This is an optimization exercise on Yosys and OpenROAD, whose aim is small area, a short achievable clock period and few clock cycles, not a production implementation.
Only the layout flow was run in this run; the RTL was not checked for function there.
Power and IR drop assume default switching activity.

<file path="flow/run.sh">
#!/bin/bash
# synth_recipe.tcl (not shown) runs the flow's synth.tcl, then flattens the netlist and writes it again
# the make line also repeats each setting of config.mk as NAME=value (left out here)
make -C /OpenROAD-flow-scripts/flow DESIGN_CONFIG=/design/flow/config.mk WORK_HOME=/design/flow/orfs CLKGATE_MAP_FILE= SYNTH_SCRIPT=/design/flow/synth_recipe.tcl finish
</file>
<file path="flow/design.v">
`timescale 1ns/1ns
module full_adder #(parameter n = 8)
					(input [n-1:0] a, b,
					input c,
					output reg carry,
					output reg [n-1:0] sum);
  always@(*)
	{carry, sum} = a+b+c;
endmodule
`timescale 1ns/1ns
module register #(parameter n = 8)
						(input clk, rst, enable,
						input [n-1:0] reg_in,
						output reg [n-1:0] reg_out);
	always @(posedge clk) begin
		if (rst)
			reg_out <= 0;
		else if (enable)
			reg_out <= reg_in;	
	end
endmodule
`timescale 1ns/1ns
module shift_register #(parameter n = 8)
						(input clk, rst, enable, load,
						input  ser_in,
						input [n-1:0] par_in,
						output reg [n-1:0] par_out);
	always @(posedge clk) begin
		if (rst)
			par_out <= 0;
		else if (load)
			par_out <= par_in;	
		else if (enable) begin
			par_out <= {ser_in, par_out[n-1:1]};
		end	
	end
endmodule
`timescale 1ns/1ns
module mux2to1 #(parameter width = 8) 
				(input [width-1:0] a,b,
				 input sel,
				 output reg [width-1:0] out);
	always @(*) begin
		case (sel)
			0: out = a;
			1: out = b;
			default: out = {width{1'b0}};
		endcase	
	end
endmodule
`timescale 1ns/1ns
module datapath #(parameter n = 8)
				(input rst, clk,
				input reg_b_enable, reg_a_enable, reg_p_enable, reg_a_load, sel_mux_reg_b_zero,
				input sel_p_reg,
				input [n-1:0] a, b,
				output a_lsb,
				output [2*n-1:0] mul_out);
	wire [n-1:0] b_to_mux, mux_to_adder, adder_sum, mux_to_p_out, reg_p_out;
	wire adder_cout;
	register #(n) reg_partial_out (.clk(clk), .enable(reg_p_enable), .rst (rst), .reg_in(mux_to_p_out), .reg_out(reg_p_out));
	shift_register #(n) reg_a (.clk(clk), .rst (rst), .enable(reg_a_enable), .load (reg_a_load), .ser_in (adder_sum[0]), .par_in (a), .par_out(mul_out[n-1:0]));
	register #(n) reg_b (.clk(clk), .rst (rst), .enable(reg_b_enable), .reg_in(b), .reg_out(b_to_mux));			
	full_adder #(n) fa (.a(reg_p_out), .b(mux_to_adder), .c(1'b0), .carry(adder_cout), .sum(adder_sum));
	mux2to1 #(n) mux_to_reg_p (.a({n{1'b0}}), .b({adder_cout,adder_sum[n-1:1]}), .sel(sel_p_reg), .out(mux_to_p_out));  
	mux2to1 #(n) mux_reg_b_zero (.a({n{1'b0}}), .b(b_to_mux), .sel(sel_mux_reg_b_zero), .out(mux_to_adder));  
	assign a_lsb = (mul_out[0] == 1);  
	assign mul_out[2*n-1:n] = reg_p_out;
endmodule				
`timescale 1ns/1ns
module controller #(parameter m = 3)  
					(input start, clk, rst, a_lsb,
					output reg reg_b_enable, reg_a_enable, reg_p_enable, sel_p_reg, reg_a_load, sel_mux_reg_b_zero,
					output reg valid);
	parameter [1:0] reset = 0, load = 1, addshift = 2, done = 3;
	reg [1:0] current_state, next_state;
	reg count_en;
	reg [m-1:0] count;
	always @(current_state, start, count) begin :combinational
		case (current_state) 
			reset: begin
				if (start == 1) next_state = load;
				else next_state = reset;
			end	
			load: begin
				if (start == 0) next_state = addshift;
				else next_state = load;
			end				
			addshift: begin
				if ( count == {m{1'b1}}) next_state = done;
				else next_state = addshift;
			end	
			done: begin
				next_state = reset;
			end	
			default: next_state = reset;
		endcase
	end
	always @(current_state, a_lsb) begin :combinational_controlling_signals
		count_en = 0;
		reg_b_enable = 0;
		reg_a_enable = 0;
		reg_p_enable = 0;
		sel_p_reg = 0;
		reg_a_load = 0;
		sel_mux_reg_b_zero = 0;
		valid = 0;
		case (current_state) 
			reset: begin
				count_en = 0;
				reg_b_enable = 0;
				reg_a_enable = 0;
				reg_p_enable = 1;
				sel_p_reg = 0;
				reg_a_load = 0;
				sel_mux_reg_b_zero = 0;
				valid = 0;
			end	
			load: begin
				reg_a_load = 1;
				reg_b_enable =1;
			end				
			addshift: begin
				if (a_lsb == 0) begin
					reg_a_enable = 1;
					sel_mux_reg_b_zero = 0;  
					reg_p_enable = 1;
				end	
				else begin
					reg_a_enable = 1;
					sel_mux_reg_b_zero = 1;  
					reg_p_enable = 1;
				end	
				count_en = 1;
				sel_p_reg = 1;
			end	
			done: begin
				valid = 1;
			end	
			default: begin
				count_en = 0;
				reg_b_enable = 0;
				reg_a_enable = 0;
				reg_p_enable = 0;
				sel_p_reg = 0;
				reg_a_load = 0;
				sel_mux_reg_b_zero = 0;
				valid = 0;
			end
		endcase
	end
	always @(posedge clk) begin :sequential
		if (rst)
			current_state <= reset;
		else
			current_state <= next_state;
	end	
	always @(posedge clk) begin :counter_seq
		if (rst) begin
			count <= 0;
		end	
		else if (count_en == 1)
			count <= count + 1;
	end
endmodule
`timescale 1ns/1ns
module seq_mult #(parameter n = 32)
				(input start, rst, clk,
				input [n-1:0] a, b,
				output valid,
				output [2*n-1:0] result);
	reg [31:0] breg;
	reg [34:0] hs, hc;
	reg [3:0] sl, cl;
	reg [27:0] l;
	reg        cy, lb;
	reg [1:0] p1, p2, n1, n2;    
	reg [2:0]  cnt;
	reg        run, vld;
	wire [1:0] ng = n1 | n2;
	wire [33:0] pp0 = {~ng[0], ({33{p1[0]}} & {1'b0, breg}) | ({33{p2[0]}} & {breg, 1'b0}) | ({33{n1[0]}} & ~{1'b0, breg}) | ({33{n2[0]}} & ~{breg, 1'b0})};
	wire [33:0] pp1 = {~ng[1], ({33{p1[1]}} & {1'b0, breg}) | ({33{p2[1]}} & {breg, 1'b0}) | ({33{n1[1]}} & ~{1'b0, breg}) | ({33{n2[1]}} & ~{breg, 1'b0})};
	wire s1, c2;
	wire s3, c4;
	wire s5, c6;
	wire s7, c8;
	wire s9, c10;
	wire s11, c12;
	wire s13, c14;
	wire s15, c16;
	wire s17, c18;
	wire s19, c20;
	wire s21, c22;
	wire s23, c24;
	wire s25, c26;
	wire s27, c28;
	wire s29, c30;
	wire s31, c32;
	wire s33, c34;
	wire s35, c36;
	wire s37, c38;
	wire s39, c40;
	wire s41, c42;
	wire s43, c44;
	wire s45, c46;
	wire s47, c48;
	wire s49, c50;
	wire s51, c52;
	wire s53, c54;
	wire s55, c56;
	wire s57, c58;
	wire s59, c60;
	wire s61, c62;
	wire s63, c64;
	wire s65, c66;
	wire s67, c68;
	wire s69, c70;
	wire s71, c72;
	wire s73, c74;
	wire s75, c76;
	wire s77, c78;
	wire s79, c80;
	wire s81, c82;
	wire s83, c84;
	wire s85, c86;
	wire s87, c88;
	wire s89, c90;
	wire s91, c92;
	wire s93, c94;
	wire s95, c96;
	wire s97, c98;
	wire s99, c100;
	wire s101, c102;
	wire s103, c104;
	wire s105, c106;
	wire s107, c108;
	wire s109, c110;
	wire s111, c112;
	wire s113, c114;
	wire s115, c116;
	wire s117, c118;
	wire s119, c120;
	wire s121, c122;
	wire s123, c124;
	wire s125, c126;
	wire s127, c128;
	wire s129, c130;
	wire s131, c132;
	wire s133, c134;
	wire s135, c136;
	wire s137, c138;
	wire s139, c140;
	wire s141, c142;
	wire s143, c144;
	wire s145, c146;
	wire s147, c148;
	wire s149, c150;
	wire s151, c152;
	wire s153, c154;
	wire s155, c156;
	wire s157, c158;
	wire s159, c160;
	wire s161, c162;
	wire s163, c164;
	wire s165, c166;
	wire s167, c168;
	wire s169, c170;
	wire s171, c172;
	wire s173, c174;
	wire s175, c176;
	wire s177, c178;
	wire s179, c180;
	wire s181, c182;
	wire s183, c184;
	wire s185, c186;
	wire s187, c188;
	wire s189, c190;
	wire s191, c192;
	wire s193, c194;
	wire s195, c196;
	wire s197, c198;
	wire s199, c200;
	assign s1 = hs[4] ^ hc[4];
	assign c2 = hs[4] & hc[4];
	assign s3 = hs[5] ^ hc[5];
	assign c4 = hs[5] & hc[5];
	assign s5 = hs[6] ^ hc[6];
	assign c6 = hs[6] & hc[6];
	assign s7 = hs[7] ^ hc[7];
	assign c8 = hs[7] & hc[7];
	assign s9 = hs[8] ^ hc[8];
	assign c10 = hs[8] & hc[8];
	assign s11 = hs[9] ^ hc[9];
	assign c12 = hs[9] & hc[9];
	assign s13 = hs[10] ^ hc[10];
	assign c14 = hs[10] & hc[10];
	assign s15 = hs[11] ^ hc[11];
	assign c16 = hs[11] & hc[11];
	assign s17 = hs[12] ^ hc[12];
	assign c18 = hs[12] & hc[12];
	assign s19 = hs[13] ^ hc[13];
	assign c20 = hs[13] & hc[13];
	assign s21 = hs[14] ^ hc[14];
	assign c22 = hs[14] & hc[14];
	assign s23 = hs[15] ^ hc[15];
	assign c24 = hs[15] & hc[15];
	assign s25 = hs[16] ^ hc[16];
	assign c26 = hs[16] & hc[16];
	assign s27 = hs[17] ^ hc[17];
	assign c28 = hs[17] & hc[17];
	assign s29 = hs[18] ^ hc[18];
	assign c30 = hs[18] & hc[18];
	assign s31 = hs[19] ^ hc[19];
	assign c32 = hs[19] & hc[19];
	assign s33 = hs[20] ^ hc[20];
	assign c34 = hs[20] & hc[20];
	assign s35 = hs[21] ^ hc[21];
	assign c36 = hs[21] & hc[21];
	assign s37 = hs[22] ^ hc[22];
	assign c38 = hs[22] & hc[22];
	assign s39 = hs[23] ^ hc[23];
	assign c40 = hs[23] & hc[23];
	assign s41 = hs[24] ^ hc[24];
	assign c42 = hs[24] & hc[24];
	assign s43 = hs[25] ^ hc[25];
	assign c44 = hs[25] & hc[25];
	assign s45 = hs[26] ^ hc[26];
	assign c46 = hs[26] & hc[26];
	assign s47 = hs[27] ^ hc[27];
	assign c48 = hs[27] & hc[27];
	assign s49 = hs[28] ^ hc[28];
	assign c50 = hs[28] & hc[28];
	assign s51 = hs[29] ^ hc[29];
	assign c52 = hs[29] & hc[29];
	assign s53 = hs[30] ^ hc[30];
	assign c54 = hs[30] & hc[30];
	assign s55 = hs[31] ^ hc[31];
	assign c56 = hs[31] & hc[31];
	assign s57 = hs[32] ^ hc[32];
	assign c58 = hs[32] & hc[32];
	assign s59 = hs[33] ^ hc[33];
	assign c60 = hs[33] & hc[33];
	assign s61 = hs[34] ^ hc[34] ^ pp0[32];
	assign c62 = (hs[34] & hc[34]) | (hs[34] & pp0[32]) | (hc[34] & pp0[32]);
	assign s63 = hs[2] ^ hc[2];
	assign c64 = hs[2] & hc[2];
	assign s65 = hs[3] ^ hc[3];
	assign c66 = hs[3] & hc[3];
	assign s67 = pp0[2] ^ pp1[0] ^ ng[1];
	assign c68 = (pp0[2] & pp1[0]) | (pp0[2] & ng[1]) | (pp1[0] & ng[1]);
	assign s69 = c2 ^ pp0[3] ^ pp1[1];
	assign c70 = (c2 & pp0[3]) | (c2 & pp1[1]) | (pp0[3] & pp1[1]);
	assign s71 = c4 ^ pp0[4] ^ pp1[2];
	assign c72 = (c4 & pp0[4]) | (c4 & pp1[2]) | (pp0[4] & pp1[2]);
	assign s73 = c6 ^ pp0[5] ^ pp1[3];
	assign c74 = (c6 & pp0[5]) | (c6 & pp1[3]) | (pp0[5] & pp1[3]);
	assign s75 = c8 ^ pp0[6] ^ pp1[4];
	assign c76 = (c8 & pp0[6]) | (c8 & pp1[4]) | (pp0[6] & pp1[4]);
	assign s77 = c10 ^ pp0[7] ^ pp1[5];
	assign c78 = (c10 & pp0[7]) | (c10 & pp1[5]) | (pp0[7] & pp1[5]);
	assign s79 = c12 ^ pp0[8] ^ pp1[6];
	assign c80 = (c12 & pp0[8]) | (c12 & pp1[6]) | (pp0[8] & pp1[6]);
	assign s81 = c14 ^ pp0[9] ^ pp1[7];
	assign c82 = (c14 & pp0[9]) | (c14 & pp1[7]) | (pp0[9] & pp1[7]);
	assign s83 = c16 ^ pp0[10] ^ pp1[8];
	assign c84 = (c16 & pp0[10]) | (c16 & pp1[8]) | (pp0[10] & pp1[8]);
	assign s85 = c18 ^ pp0[11] ^ pp1[9];
	assign c86 = (c18 & pp0[11]) | (c18 & pp1[9]) | (pp0[11] & pp1[9]);
	assign s87 = c20 ^ pp0[12] ^ pp1[10];
	assign c88 = (c20 & pp0[12]) | (c20 & pp1[10]) | (pp0[12] & pp1[10]);
	assign s89 = c22 ^ pp0[13] ^ pp1[11];
	assign c90 = (c22 & pp0[13]) | (c22 & pp1[11]) | (pp0[13] & pp1[11]);
	assign s91 = c24 ^ pp0[14] ^ pp1[12];
	assign c92 = (c24 & pp0[14]) | (c24 & pp1[12]) | (pp0[14] & pp1[12]);
	assign s93 = c26 ^ pp0[15] ^ pp1[13];
	assign c94 = (c26 & pp0[15]) | (c26 & pp1[13]) | (pp0[15] & pp1[13]);
	assign s95 = c28 ^ pp0[16] ^ pp1[14];
	assign c96 = (c28 & pp0[16]) | (c28 & pp1[14]) | (pp0[16] & pp1[14]);
	assign s97 = c30 ^ pp0[17] ^ pp1[15];
	assign c98 = (c30 & pp0[17]) | (c30 & pp1[15]) | (pp0[17] & pp1[15]);
	assign s99 = c32 ^ pp0[18] ^ pp1[16];
	assign c100 = (c32 & pp0[18]) | (c32 & pp1[16]) | (pp0[18] & pp1[16]);
	assign s101 = c34 ^ pp0[19] ^ pp1[17];
	assign c102 = (c34 & pp0[19]) | (c34 & pp1[17]) | (pp0[19] & pp1[17]);
	assign s103 = c36 ^ pp0[20] ^ pp1[18];
	assign c104 = (c36 & pp0[20]) | (c36 & pp1[18]) | (pp0[20] & pp1[18]);
	assign s105 = c38 ^ pp0[21] ^ pp1[19];
	assign c106 = (c38 & pp0[21]) | (c38 & pp1[19]) | (pp0[21] & pp1[19]);
	assign s107 = c40 ^ pp0[22] ^ pp1[20];
	assign c108 = (c40 & pp0[22]) | (c40 & pp1[20]) | (pp0[22] & pp1[20]);
	assign s109 = c42 ^ pp0[23] ^ pp1[21];
	assign c110 = (c42 & pp0[23]) | (c42 & pp1[21]) | (pp0[23] & pp1[21]);
	assign s111 = c44 ^ pp0[24] ^ pp1[22];
	assign c112 = (c44 & pp0[24]) | (c44 & pp1[22]) | (pp0[24] & pp1[22]);
	assign s113 = c46 ^ pp0[25] ^ pp1[23];
	assign c114 = (c46 & pp0[25]) | (c46 & pp1[23]) | (pp0[25] & pp1[23]);
	assign s115 = c48 ^ pp0[26] ^ pp1[24];
	assign c116 = (c48 & pp0[26]) | (c48 & pp1[24]) | (pp0[26] & pp1[24]);
	assign s117 = c50 ^ pp0[27] ^ pp1[25];
	assign c118 = (c50 & pp0[27]) | (c50 & pp1[25]) | (pp0[27] & pp1[25]);
	assign s119 = c52 ^ pp0[28] ^ pp1[26];
	assign c120 = (c52 & pp0[28]) | (c52 & pp1[26]) | (pp0[28] & pp1[26]);
	assign s121 = c54 ^ pp0[29] ^ pp1[27];
	assign c122 = (c54 & pp0[29]) | (c54 & pp1[27]) | (pp0[29] & pp1[27]);
	assign s123 = c56 ^ pp0[30] ^ pp1[28];
	assign c124 = (c56 & pp0[30]) | (c56 & pp1[28]) | (pp0[30] & pp1[28]);
	assign s125 = c58 ^ pp0[31] ^ pp1[29];
	assign c126 = (c58 & pp0[31]) | (c58 & pp1[29]) | (pp0[31] & pp1[29]);
	assign s127 = c60 ^ pp1[30] ^ 1'b1;
	assign c128 = (c60 & pp1[30]) | (c60 & 1'b1) | (pp1[30] & 1'b1);
	assign s129 = c62 ^ pp0[33];
	assign c130 = c62 & pp0[33];
	assign s131 = pp0[0] ^ ng[0];
	assign c132 = pp0[0] & ng[0];
	assign s133 = c64 ^ pp0[1] ^ s65;
	assign c134 = (c64 & pp0[1]) | (c64 & s65) | (pp0[1] & s65);
	assign s135 = c66 ^ s1 ^ s67;
	assign c136 = (c66 & s1) | (c66 & s67) | (s1 & s67);
	assign s137 = c68 ^ s3 ^ s69;
	assign c138 = (c68 & s3) | (c68 & s69) | (s3 & s69);
	assign s139 = c70 ^ s5 ^ s71;
	assign c140 = (c70 & s5) | (c70 & s71) | (s5 & s71);
	assign s141 = c72 ^ s7 ^ s73;
	assign c142 = (c72 & s7) | (c72 & s73) | (s7 & s73);
	assign s143 = c74 ^ s9 ^ s75;
	assign c144 = (c74 & s9) | (c74 & s75) | (s9 & s75);
	assign s145 = c76 ^ s11 ^ s77;
	assign c146 = (c76 & s11) | (c76 & s77) | (s11 & s77);
	assign s147 = c78 ^ s13 ^ s79;
	assign c148 = (c78 & s13) | (c78 & s79) | (s13 & s79);
	assign s149 = c80 ^ s15 ^ s81;
	assign c150 = (c80 & s15) | (c80 & s81) | (s15 & s81);
	assign s151 = c82 ^ s17 ^ s83;
	assign c152 = (c82 & s17) | (c82 & s83) | (s17 & s83);
	assign s153 = c84 ^ s19 ^ s85;
	assign c154 = (c84 & s19) | (c84 & s85) | (s19 & s85);
	assign s155 = c86 ^ s21 ^ s87;
	assign c156 = (c86 & s21) | (c86 & s87) | (s21 & s87);
	assign s157 = c88 ^ s23 ^ s89;
	assign c158 = (c88 & s23) | (c88 & s89) | (s23 & s89);
	assign s159 = c90 ^ s25 ^ s91;
	assign c160 = (c90 & s25) | (c90 & s91) | (s25 & s91);
	assign s161 = c92 ^ s27 ^ s93;
	assign c162 = (c92 & s27) | (c92 & s93) | (s27 & s93);
	assign s163 = c94 ^ s29 ^ s95;
	assign c164 = (c94 & s29) | (c94 & s95) | (s29 & s95);
	assign s165 = c96 ^ s31 ^ s97;
	assign c166 = (c96 & s31) | (c96 & s97) | (s31 & s97);
	assign s167 = c98 ^ s33 ^ s99;
	assign c168 = (c98 & s33) | (c98 & s99) | (s33 & s99);
	assign s169 = c100 ^ s35 ^ s101;
	assign c170 = (c100 & s35) | (c100 & s101) | (s35 & s101);
	assign s171 = c102 ^ s37 ^ s103;
	assign c172 = (c102 & s37) | (c102 & s103) | (s37 & s103);
	assign s173 = c104 ^ s39 ^ s105;
	assign c174 = (c104 & s39) | (c104 & s105) | (s39 & s105);
	assign s175 = c106 ^ s41 ^ s107;
	assign c176 = (c106 & s41) | (c106 & s107) | (s41 & s107);
	assign s177 = c108 ^ s43 ^ s109;
	assign c178 = (c108 & s43) | (c108 & s109) | (s43 & s109);
	assign s179 = c110 ^ s45 ^ s111;
	assign c180 = (c110 & s45) | (c110 & s111) | (s45 & s111);
	assign s181 = c112 ^ s47 ^ s113;
	assign c182 = (c112 & s47) | (c112 & s113) | (s47 & s113);
	assign s183 = c114 ^ s49 ^ s115;
	assign c184 = (c114 & s49) | (c114 & s115) | (s49 & s115);
	assign s185 = c116 ^ s51 ^ s117;
	assign c186 = (c116 & s51) | (c116 & s117) | (s51 & s117);
	assign s187 = c118 ^ s53 ^ s119;
	assign c188 = (c118 & s53) | (c118 & s119) | (s53 & s119);
	assign s189 = c120 ^ s55 ^ s121;
	assign c190 = (c120 & s55) | (c120 & s121) | (s55 & s121);
	assign s191 = c122 ^ s57 ^ s123;
	assign c192 = (c122 & s57) | (c122 & s123) | (s57 & s123);
	assign s193 = c124 ^ s59 ^ s125;
	assign c194 = (c124 & s59) | (c124 & s125) | (s59 & s125);
	assign s195 = c126 ^ s61 ^ s127;
	assign c196 = (c126 & s61) | (c126 & s127) | (s61 & s127);
	assign s197 = c128 ^ pp1[31] ^ s129;
	assign c198 = (c128 & pp1[31]) | (c128 & s129) | (pp1[31] & s129);
	assign s199 = c130 ^ pp1[32] ^ 1'b1;
	assign c200 = (c130 & pp1[32]) | (c130 & 1'b1) | (pp1[32] & 1'b1);
	wire [38:0] sv = {1'b0, c200, c198, c196, c194, c192, c190, c188, c186, c184, c182, c180, c178, c176, c174, c172, c170, c168, c166, c164, c162, c160, c158, c156, c154, c152, c150, c148, c146, c144, c142, c140, c138, c136, c134, c132, s63, hs[1], hs[0]};
	wire [38:0] cv = {1'b0, pp1[33], s199, s197, s195, s193, s191, s189, s187, s185, s183, s181, s179, s177, s175, s173, s171, s169, s167, s165, s163, s161, s159, s157, s155, s153, s151, s149, s147, s145, s143, s141, s139, s137, s135, s133, s131, hc[1], hc[0]};
	wire [4:0] low = sl + cl + cy;
	function [7:0] sel;
		input [3:0] x;
		input y;
		integer k;
		reg [4:0] xy;
		reg x1, x0, p;
		begin
			xy = {x, y};
			for (k = 0; k < 2; k = k + 1) begin
				x1 = xy[2*k+2];
				x0 = xy[2*k+1];
				p  = xy[2*k];
				sel[k]       = ~x1 & (x0 ^ p);
				sel[2+k]   = ~x1 & x0 & p;
				sel[4+k] = x1 & (x0 ^ p);
				sel[6+k] = x1 & ~x0 & ~p;
			end
		end
	endfunction
	always @(posedge clk) begin
		if (start) begin
			breg <= b;
			hs   <= {1'b1, 2'b00, b & {32{a[0]}}};
			hc   <= {2'b00, b & {32{a[1]}}, 1'b0};
			sl   <= 4'd0;
			cl   <= 4'd0;
			cy   <= 1'b0;
			{n2, n1, p2, p1} <= sel(a[5:2], 1'b0);
			lb   <= a[5];
			l    <= {6'd0, a[31:6]};
		end else begin
			hs   <= sv[38:4];
			hc   <= cv[38:4];
			sl   <= sv[3:0];
			cl   <= cv[3:0];
			cy   <= low[4];
			{n2, n1, p2, p1} <= sel(l[3:0], lb);
			lb   <= l[3];
			l    <= {low[3:0], l[27:4]};
		end
	end
	always @(posedge clk) begin
		if (rst) begin
			run <= 1'b0;
			vld <= 1'b0;
		end else begin
			vld <= 1'b0;
			if (start) begin
				run <= 1'b1;
				cnt <= 3'd0;
			end else if (run) begin
				cnt <= cnt + 1'b1;
				if (cnt == 3'd7) begin
					run <= 1'b0;
					vld <= 1'b1;
				end
			end
		end
	end
	wire [35:0] hsum = {hs[31:0], sl} + {hc[31:0], cl} + cy;
	assign valid  = vld;
	assign result = {hsum, l};
endmodule
</file>
<file path="flow/constraint.sdc">
create_clock -name core_clock -period 5.0 [get_ports {clk}]
set_input_delay 1.0000 -clock core_clock [delete_from_list [all_inputs] [get_ports {clk}]]
set_output_delay 1.0000 -clock core_clock [all_outputs]
set_load 0.01 [all_outputs]
</file>
<file path="flow/config.mk">
export PLATFORM = sky130hd
export DESIGN_NAME = seq_mult
export DESIGN_NICKNAME = seq_mult
export VERILOG_FILES = /design/flow/design.v
export SDC_FILE = /design/flow/constraint.sdc
export NUM_CORES = 4
export LEC_CHECK = 0
export CAP_MARGIN = 20
export CORE_MARGIN = 2
export CORE_UTILIZATION = 40
export SLEW_MARGIN = 20
</file>
==> key figures <==
Final layout
  – NumNets Final: 1370
  – Share of cells above drive strength 1: 13.3%
  – N_diodes: 0
  – Layout area overhead: 21.3%
  – Most frequent cells in the layout: inv_1, clkdlybuf4s50_1, dfxtp_1
  – Commonest non-fill, non-tap cell in the layout: inv_1
  – Final core occ: 49.5%

Outcome
  – Outcome: no timing/DRC/antenna violations

STA
  – Endpoints failing hold: 0
  – RSZ-0062 raised after global routing: false
  – Tcrit/Tclk final: just under 100%
  – Slew Limit Fails: 0
  – Worst-Margin Slew: 0.915 ns
  – Setup ws final: 0.145 ns
  – Min Tclk post-route: 4.86 ns
  – Final Setup Violations: 0
  – Slew margin rel.: 39.0%
  – Worst Clk Skew: 0.0136 ns
  – Setup TNS Final: 0 ns
  – Max Fclk: 206 MHz

Global route
  – Number of global-route vias before repair: 7963
  – First-pass GRT wire length: 43.4 mm
  – GR Util All Layers: between 20% and 30%
  – Largest net degree at the start of global routing: 119
  – Congestion Overflow GR: 0
  – Initial antenna violation count: 0

Critical path
  – Crit-path max cell delay: 0.55 ns
  – Max FO, Critical Path: 4
  – Worst Path Required: ~4.0 ns
  – Critical path endpoint category: primary output
  – CP arrival: 3.86 ns
  – Startpoint types: register
  – CP Cell Sequence: fa_1 -> fa_1 -> a21oi_2 -> o211ai_1 -> nand4b_1 -> nand4_1 -> a41oi_2 -> o211ai_1 -> a31oi_1 -> xnor2_1 -> clkdlybuf4s50_1
  – Slowest stage cell, crit path: clkdlybuf4s50_1
  – WS Path Type: register to primary output

Placed design
  – RD Place Congestion: 0.855
  – Port Buffers: between 100 and 150
  – Place WS: 0.514 ns
  – Hpwl dp: 19.3 mm

Clock network
  – H-tree depth: 4
  – CTS tree: built
  – Skew-Pair Late Insertion Delay: 0.44 ns
  – Cts hold-fix bufs: 0
  – Clk slew on worst S/H paths: 0.07 ns
  – Clock Path Buffers: 2
  – Clock sinks: 152
  – Root Driver: clkbuf_16
  – Total CTS buffers: 17

Yosys
  – #FFs+latches synth: 152
  – Syn_nets: 1264
  – Post-synth EDFFs: 35
  – Area contributors post-synth: dfxtp_1, fa_1, edfxtp_1
  – Yosys top cell area share: 22.8%
  – Syn Std Cell Area: 10300 um2
  – Largest area contributor in the netlist: dfxtp_1
  – Register area share after synthesis: 33.0%
  – Synth unique cells: just over 70
  – Post-synthesis cell count: between 1000 and 1500
  – Avg Cell Area, Syn: 9.46 um2
  – Synth warn: 1
  – Main synth FF type: dfxtp_1
  – Async SR Flop Fraction: 0%

Detailed routing
  – Total Wirelength: 26.9 mm
  – Post-DR wirelength/cell: about 18 um
  – Detailed-route via count: 7936
  – 1st-pass router iterations: 5
  – Mean number of vias per cell: 5.17
  – Remaining DRCs: 0
  – DRC marker count from the first detailed-route iteration: about 440
  – Antenna-violating nets left: 0

Floorplan
  – Height of the chip: 164 um
  – Rows: between 50 and 60
  – Die X: 164 um
  – Die area: 27000 um2
  – IO Pins: about 130
  – Initial Utilization: 40.8%
  – Core area: 25200 um2

Power and ir drop
  – Power density over cell area: 578 nW/um2
  – Leakage: 5.26 nW
  – VDD IR max: 0.000366 V
  – Pwr Total: 7.21 mW

Hold path
  – Hold Crit Class: register to register

Job
  – Max cap viols: 0
## per-stage QoR
stage                     area [um2]  hold slack [ns]  cells
after floorplan                10300            0.442   1087
after global placement         11900            0.465   1503
after detailed placement       11900            0.468   1503
after CTS                      12500            0.482   1535
after global routing           12500            0.494   1536
final                          12500            0.480   1536
## path summary, 6_finish.rpt
| path | startpoint | end | slack [ns] | cells past startpoint |
|---|---|---|---|---|
| hold / removal | hc[1] | cl[1] | 0.48 | 1 |
| hold reg to reg | hc[1] | cl[1] | 0.48 | 1 |
| setup reg to reg | p2[0] | hc[19] | 2.24 | 8 |
| setup / recovery | sl[0] | result[60] | 0.14 | 11 |
## cell type report
cell class                      instances  area (um2)
Clock buffer                           17         425
Clock inverter                         15         179
Fill cell                            2319       12700
Inverter                              168         631
Multi-Input combinational cell        712        6040
Sequential cell                       152        3400
Tap cell                              330         413
Timing Repair Buffer                  142        1390
## power breakdown
group	total (mW)	internal, mW	switching (mW)
logic	4.13	1.89	2.24
clock network	1.34	0.719	0.623
registers	1.73	1.57	0.161
## logic make-up after synthesis
kind of cell	Yosys count	share of synthesized area (%)
AND/OR/NAND/NOR	243	12.4
flip-flops	152	33.0
multiplexers	90	9.81
buffers and inverters	223	8.32
XOR/XNOR	34	2.97
adder cells (fa/ha/maj)	110	18.2
AO/OA/AOI/OAI	235	15.2
## registers in the layout (all words and copies together) (netlist names)
name and count:
l 28, hs 35, vld 1, p1 2, p2 2, cy 1
cnt 3, hc 34, run 1, sl 4, cl 4, n1 2
breg 32, lb 1, n2 2
## synth_stat cells (8+ instances only)
cell type and instances:
a211oi_1 63, xnor2_1 25, inv_1 167, nor2b_1 80
edfxtp_1 35, buf_1 8, mux2_2 86, nor2_1 24
fa_1 66, nand2_1 61, o21ai_0 86, a21oi_1 26
nand3_1 44, xor2_1 8, clkbuf_1 40, dfxtp_1 117
ha_1 44
## layer usage
| layer | vias to the layer above | global-route usage (%) | part of all wire (%) |
|---|---|---|---|
| li1 | 3881 | - | - |
| met1 | 3869 | 28.5 | 47 |
| met2 | 168 | 34.5 | 48 |
| met3 | 18 | 3.48 | 4.1 |
| met4 | 0 | 4.47 | 0.92 |
| met5 | - | 0 | 0 |
## critical path, delay by kind of cell, from the launching register on
| family | cells | cell delay [ns] |
|---|---|---|
| buffers and inverters | 1 | 0.55 |
| adder cells (fa/ha/maj) | 2 | 0.92 |
| AO/OA/AOI/OAI | 5 | 1.06 |
| AND/OR/NAND/NOR | 2 | 0.43 |
| flip-flops | 1 | 0.32 |
| XOR/XNOR | 1 | 0.14 |
## what timing repair did
item                       in CTS  in global routing
buffers inserted                0                  1
setup endpoints to repair       0                  4
resized for setup               0                  1

separate check: timing with driven ports:
The results above use ideal ports. As a check the final layout listed here was re-extracted and re-timed, cells and wires unchanged. Step 1, drivers: a clkbuf_16 drives clk and a buf_2 each remaining input, both assumed. Step 2, shift: input delay + t, output delay - t, t = (earliest + latest rising clock arrival at the registers) / 2. This alone moves slack from input paths to output paths. a / b / c = no drivers / after step 1 / after step 2; a / b = the first two.
t (ns): 0.478
setup WS [ns]: 0.145 / 0.095 / 0.573
worst slew at a driven data input, ns: 0.05
cell pins on the clock port's net: 1
After both steps setup and hold are still met in this run. For this run, drivers alone change the setup slack by -0.050 ns; drivers and shift together by +0.428 ns.
